What follows belongs to an exercise in optimizing a design on an open flow for small area; a production flow would make more cautious choices. Function was checked by simulation only, so behaviour that the tests miss may differ from the original. No driver is modelled on the clock port, so clock power and skew are understated where the tree is cut down; a real chip needs a root buffer or a tree. Power and IR drop assume default switching activity.

==> flow/design.v (excerpt) <==
module top(
    input clk,
    input btnC,
    input [0:2] sw,
    input btnU,
    output [6:0] seg,
    output [3:0] an,
    output [0:2] led
    );
==> module top, before the edit <==
module top(
    input clk,
    input btnC,
    input [0:2] sw,
    input btnU,
    output [6:0] seg,
    output [3:0] an,
    output [0:2] led
    );
    reg [6:0] u;
    reg [5:0] c;
    reg q0, q1, q1d, b;
    reg [2:0] p;
    reg [3:0] O, T, H;
    wire scantick = &u[4:0];
    wire pre = ~u[2] & u[1] & u[0];
    wire slowtick = pre & c[0] & c[2] & ~c[3] & ~c[5];
    wire cfb = c[5] ^ ~(c[4] | (c[3] & c[1]));
    wire bn = q0 & ~q1d;
    wire press = slowtick & bn & ~b;
    wire w2 = sw[0], w1 = sw[1], w0 = sw[2];
    wire [2:0] op;
    assign op[2] = w2 & w1 & w0;
    assign op[1] = ~w0 & (w2 ^ w1);
    assign op[0] = ~w1 & (w2 ^ w0);
    wire [2:0] e = p & {3{scantick}};
    wire dec = e[2];
    wire [4:0] s = {1'b0, O} + {1'b0, dec, dec, dec | e[1], dec | e[0]};
    wire carryO = ~dec & s[3] & (s[2] | s[1]);     
    wire zeroDec = dec & ~s[4];                     
    wire ne = |(T ^ H);
    wire borrowO = zeroDec & ne;
    wire [3:0] On;
    assign On[3] = ~carryO & (zeroDec ? ne : s[3]);
    assign On[2] = ~carryO & ~zeroDec & s[2];
    assign On[1] = carryO ? s[2] : (~zeroDec & s[1]);
    assign On[0] = zeroDec ? ne : s[0];
    wire T9 = T[3] & T[0];
    wire T0 = ~(T[3] | T[2] | T[1] | T[0]);
    wire ci = carryO & T9;                           
    wire bi = borrowO & T0;                          
    wire [3:0] st = T + {borrowO, borrowO, borrowO, carryO | borrowO};
    wire [3:0] Tn = {st[3] & ~ci, st[2] & ~bi, st[1] & ~ci & ~bi, st[0]};
    wire [3:0] Hn = H + {bi, bi, bi, ci | bi};
    always @(posedge clk or posedge btnU) begin
        if (btnU) begin
            u <= 7'd16;
            c <= 6'b001111;
            q0 <= 1'b0;
            q1 <= 1'b0;
            q1d <= 1'b0;
            b <= 1'b0;
            p <= 3'b110;
            O <= 4'd0;
            T <= 4'd0;
            H <= 4'd0;
        end
        else begin
            u <= u + 7'd1;
            c <= {c[4:0], cfb};
            if (slowtick) begin
                q0 <= btnC;
                q1 <= q0;
                q1d <= q1;
                b <= bn;
            end
            if (press)
                p <= op;
            else if (scantick)
                p <= 3'b000;
            O <= On;
            T <= Tn;
            H <= Hn;
        end
    end
    wire valid = ~(p[2] & p[1]);
    wire [1:0] d = u[6:5];
    wire [3:0] v = d[1] ? (d[0] ? 4'd0 : H) : (d[0] ? T : O);
    wire blank = d[1] & ~d[0] & H[3] & (H[2] | H[1]);
    wire [6:0] pat;
    assign pat[0] = ~v[3] & ~v[2] & ~v[1] & v[0] | v[2] & ~v[1] & ~v[0];
    assign pat[1] = v[2] & (v[1] ^ v[0]);
    assign pat[2] = ~v[2] & v[1] & ~v[0];
    assign pat[3] = ~v[2] & ~v[1] & v[0] | v[2] & ~v[1] & ~v[0] | v[2] & v[1] & v[0];
    assign pat[4] = v[0] | v[2] & ~v[1];
    assign pat[5] = ~v[3] & ~v[2] & v[0] | ~v[2] & v[1] | v[1] & v[0];
    assign pat[6] = ~v[3] & ~v[2] & ~v[1] | v[2] & v[1] & v[0];
    assign seg = {valid & (blank | pat[6]), {6{blank}} | pat[5:0]};
    assign an = {valid, valid, valid, 1'b1} & ~(4'b0001 << d);
    assign led = sw;
endmodule
==> flow/config.mk <==
export PLATFORM = sky130hd
export DESIGN_NAME = top
export DESIGN_NICKNAME = top
export VERILOG_FILES = /design/flow/design.v
export SDC_FILE = /design/flow/constraint.sdc
export NUM_CORES = 4
export LEC_CHECK = 0
export CAP_MARGIN = 20
export CORE_MARGIN = 2
export CORE_UTILIZATION = 40
export SLEW_MARGIN = 20
==> flow/constraint.sdc <==
create_clock -name core_clock -period 10.0 [get_ports {clk}]
set_input_delay 2.0000 -clock core_clock [delete_from_list [all_inputs] [get_ports {clk}]]
set_output_delay 2.0000 -clock core_clock [all_outputs]
set_load 0.01 [all_outputs]
standard.sh (not shown) runs the stock make flow with config.mk's settings and CLKGATE_MAP_FILE= SYNTH_SCRIPT=/design/flow/synth_recipe.tcl, a recipe that flattens the netlist after the stock synthesis.
==> flow/flow/run.sh <==
#!/bin/bash
# Own layout flow: the standard flow, with
#  - synthesis mapped for area: the best of 31 abc mappings (flow/abc_n1.script,
#    and deepsyn with 30 seeds before it),
#    with ripple-carry adders and no half/full-adder cells,
#  - the reset inverter as an inv_2 (flow/post_synth.tcl),
#  - port buffers of the smallest buffer cell,
#  - a smaller clock tree: four clkbuf_4 cells driven by the clock port
#    (CTS without dummy loads, then flow/post_cts.tcl drops its root buffer),
#  - placement that is not timing driven (the design has slack to spare).
# Each tool's output goes to a log file in the work folder.
set -euo pipefail
W=$PWD
R=$W/orfs/results/$FLOW_PLATFORM/top/base

bash standard.sh synth > std_synth.log 2>&1
cp $R/1_2_yosys.v std_1_2_yosys.v
grep -oE "sky130_fd_sc_hd__(df|sdf|edf)[a-z]+_[0-9]+ +[^ ]+" std_1_2_yosys.v \
  | sed -E 's/_[0-9]+ / /' | sort > std_regs.txt

# 2. the same flow with the area synthesis
sed -e "s#SYNTH_SCRIPT=[^ ]*#SYNTH_SCRIPT=$W/flow/my_synth.tcl ADDER_MAP_FILE=#" standard.sh > own.sh
rm -f $R/1_2_yosys.v $R/1_2_yosys.sdc $R/1_synth.odb $R/1_synth.sdc
# abc scripts: the plain area script, and deepsyn with 30 random seeds
mkdir -p $W/abc
cp $W/flow/abc_n1.script $W/abc/
for S in $(seq 1 30); do
  { echo strash; echo "&get -n"; echo "&deepsyn -J 20 -S $S"; echo "&put"
    tail -n +2 $W/flow/abc_n1.script; } > $W/abc/abc_j$S.script
done
export OWN_FLOW_DIR=$W/abc
export POST_SYNTH_TCL=$W/flow/post_synth.tcl
if ! bash own.sh synth > own_synth.log 2>&1; then
  # an abc script failed: map with the plain area script alone
  rm -f $R/1_2_yosys.v $R/1_2_yosys.sdc $R/1_synth.odb $R/1_synth.sdc
  OWN_ABC_GLOB=abc_n1.script bash own.sh synth > own_synth_fallback.log 2>&1
fi
grep -oE "sky130_fd_sc_hd__(df|sdf|edf)[a-z]+_[0-9]+ +[^ ]+" $R/1_2_yosys.v \
  | sed -E 's/_[0-9]+ / /' | sort > own_regs.txt
if ! cmp -s std_regs.txt own_regs.txt; then
  echo "registers differ from the standard synthesis" >&2
  exit 1
fi

# 3. the rest of the standard flow
export GPL_TIMING_DRIVEN=0
export PRE_GLOBAL_PLACE_TCL=$W/flow/pre_place.tcl
export BUFFER_PORTS_ARGS="-buffer_cell sky130_fd_sc_hd__buf_1"
export CTS_ARGS="-sink_clustering_enable -repair_clock_nets -dont_use_dummy_load -buf_list sky130_fd_sc_hd__clkbuf_4 -root_buf sky130_fd_sc_hd__clkbuf_4"
export POST_CTS_TCL=$W/flow/post_cts.tcl
bash own.sh finish > own_finish.log 2>&1
test -s out/final.def
Other scripts of this flow, unchanged in this note and not shown: flow/flow/abc_n1.script, flow/flow/my_synth.tcl, flow/flow/post_cts.tcl, flow/flow/post_synth.tcl, flow/flow/pre_place.tcl
The starting point finished with timing, DRC and antenna clean.
Next try:
--- a/flow/design.v
+++ b/flow/design.v
@@ -7,15 +7,18 @@
     output [6:0] seg,
     output [3:0] an,
     output [0:2] led
     );
-    reg [6:0] u;
+    reg [2:0] x;
+    reg [1:0] m, d;
     reg [5:0] c;
     reg q0, q1, q1d, b;
     reg [2:0] p;
     reg [3:0] O, T, H;
-    wire scantick = &u[4:0];
-    wire pre = ~u[2] & u[1] & u[0];
+    wire xfb = x[2] ^ (x[1] | ~x[0]);
+    wire x7 = x[2] & ~x[1] & ~x[0];                 
+    wire pre = x[2] & ~x[1] & x[0];                 
+    wire scantick = x7 & m[1] & m[0];
     wire slowtick = pre & c[0] & c[2] & ~c[3] & ~c[5];
     wire cfb = c[5] ^ ~(c[4] | (c[3] & c[1]));
     wire bn = q0 & ~q1d;
     wire press = slowtick & bn & ~b;
@@ -44,9 +47,11 @@
     wire [3:0] Tn = {st[3] & ~ci, st[2] & ~bi, st[1] & ~ci & ~bi, st[0]};
     wire [3:0] Hn = H + {bi, bi, bi, ci | bi};
     always @(posedge clk or posedge btnU) begin
         if (btnU) begin
-            u <= 7'd16;
+            x <= 3'b000;
+            m <= 2'd2;
+            d <= 2'd0;
             c <= 6'b001111;
             q0 <= 1'b0;
             q1 <= 1'b0;
             q1d <= 1'b0;
@@ -56,9 +61,11 @@
             T <= 4'd0;
             H <= 4'd0;
         end
         else begin
-            u <= u + 7'd1;
+            x <= {x[1:0], xfb};
+            m <= m + {1'b0, x7};
+            d <= d + {1'b0, scantick};
             c <= {c[4:0], cfb};
             if (slowtick) begin
                 q0 <= btnC;
                 q1 <= q0;
@@ -74,9 +81,8 @@
             H <= Hn;
         end
     end
     wire valid = ~(p[2] & p[1]);
-    wire [1:0] d = u[6:5];
     wire [3:0] v = d[1] ? (d[0] ? 4'd0 : H) : (d[0] ? T : O);
     wire blank = d[1] & ~d[0] & H[3] & (H[2] | H[1]);
     wire [6:0] pat;
     assign pat[0] = ~v[3] & ~v[2] & ~v[1] & v[0] | v[2] & ~v[1] & ~v[0];
The changed run completed without violations.
Global-route usage goes down by 0.44 points.
Combinational power goes up slightly.
Non-clock buffer count does not change.
Worst setup slack got worse by 160 ps.
Routed wire length falls slightly.
Die area hardly moves.
Power is about the same.
Clock power barely changes.
Utilization is lower by 0.21 points.
Worst hold slack degrades by 41 ps.
Design area hardly moves.
Via count increases slightly.
Count of clock-buffer cells in the layout does not change.
Area after synthesis increases slightly.

## port drivers added, routing unchanged
In the flow no input, the clock included, has a driving cell. The finished layouts below were timed again as built, in two steps.
Step 1: set_driving_cell puts a clkbuf_16 on clk and a buf_2 on each other input, an assumption about the parent block.
Step 2 moves the port delays by t, midway between the first and last clock arrival at a register: inputs arrive t later, outputs are due t later. That takes back most of the time a late clock gives input paths.
Slacks: no drivers / after step 1 / after step 2; pairs: no drivers / after step 1.
run	t (ns)	slack for setup (ns)	worst data-port slew with drivers (ns)
the first run	0.192	5.611 / 5.571 / 5.630	0.03
the second run	0.196	5.453 / 5.411 / 5.606	0.03
After both steps setup and hold are still met in every run listed.
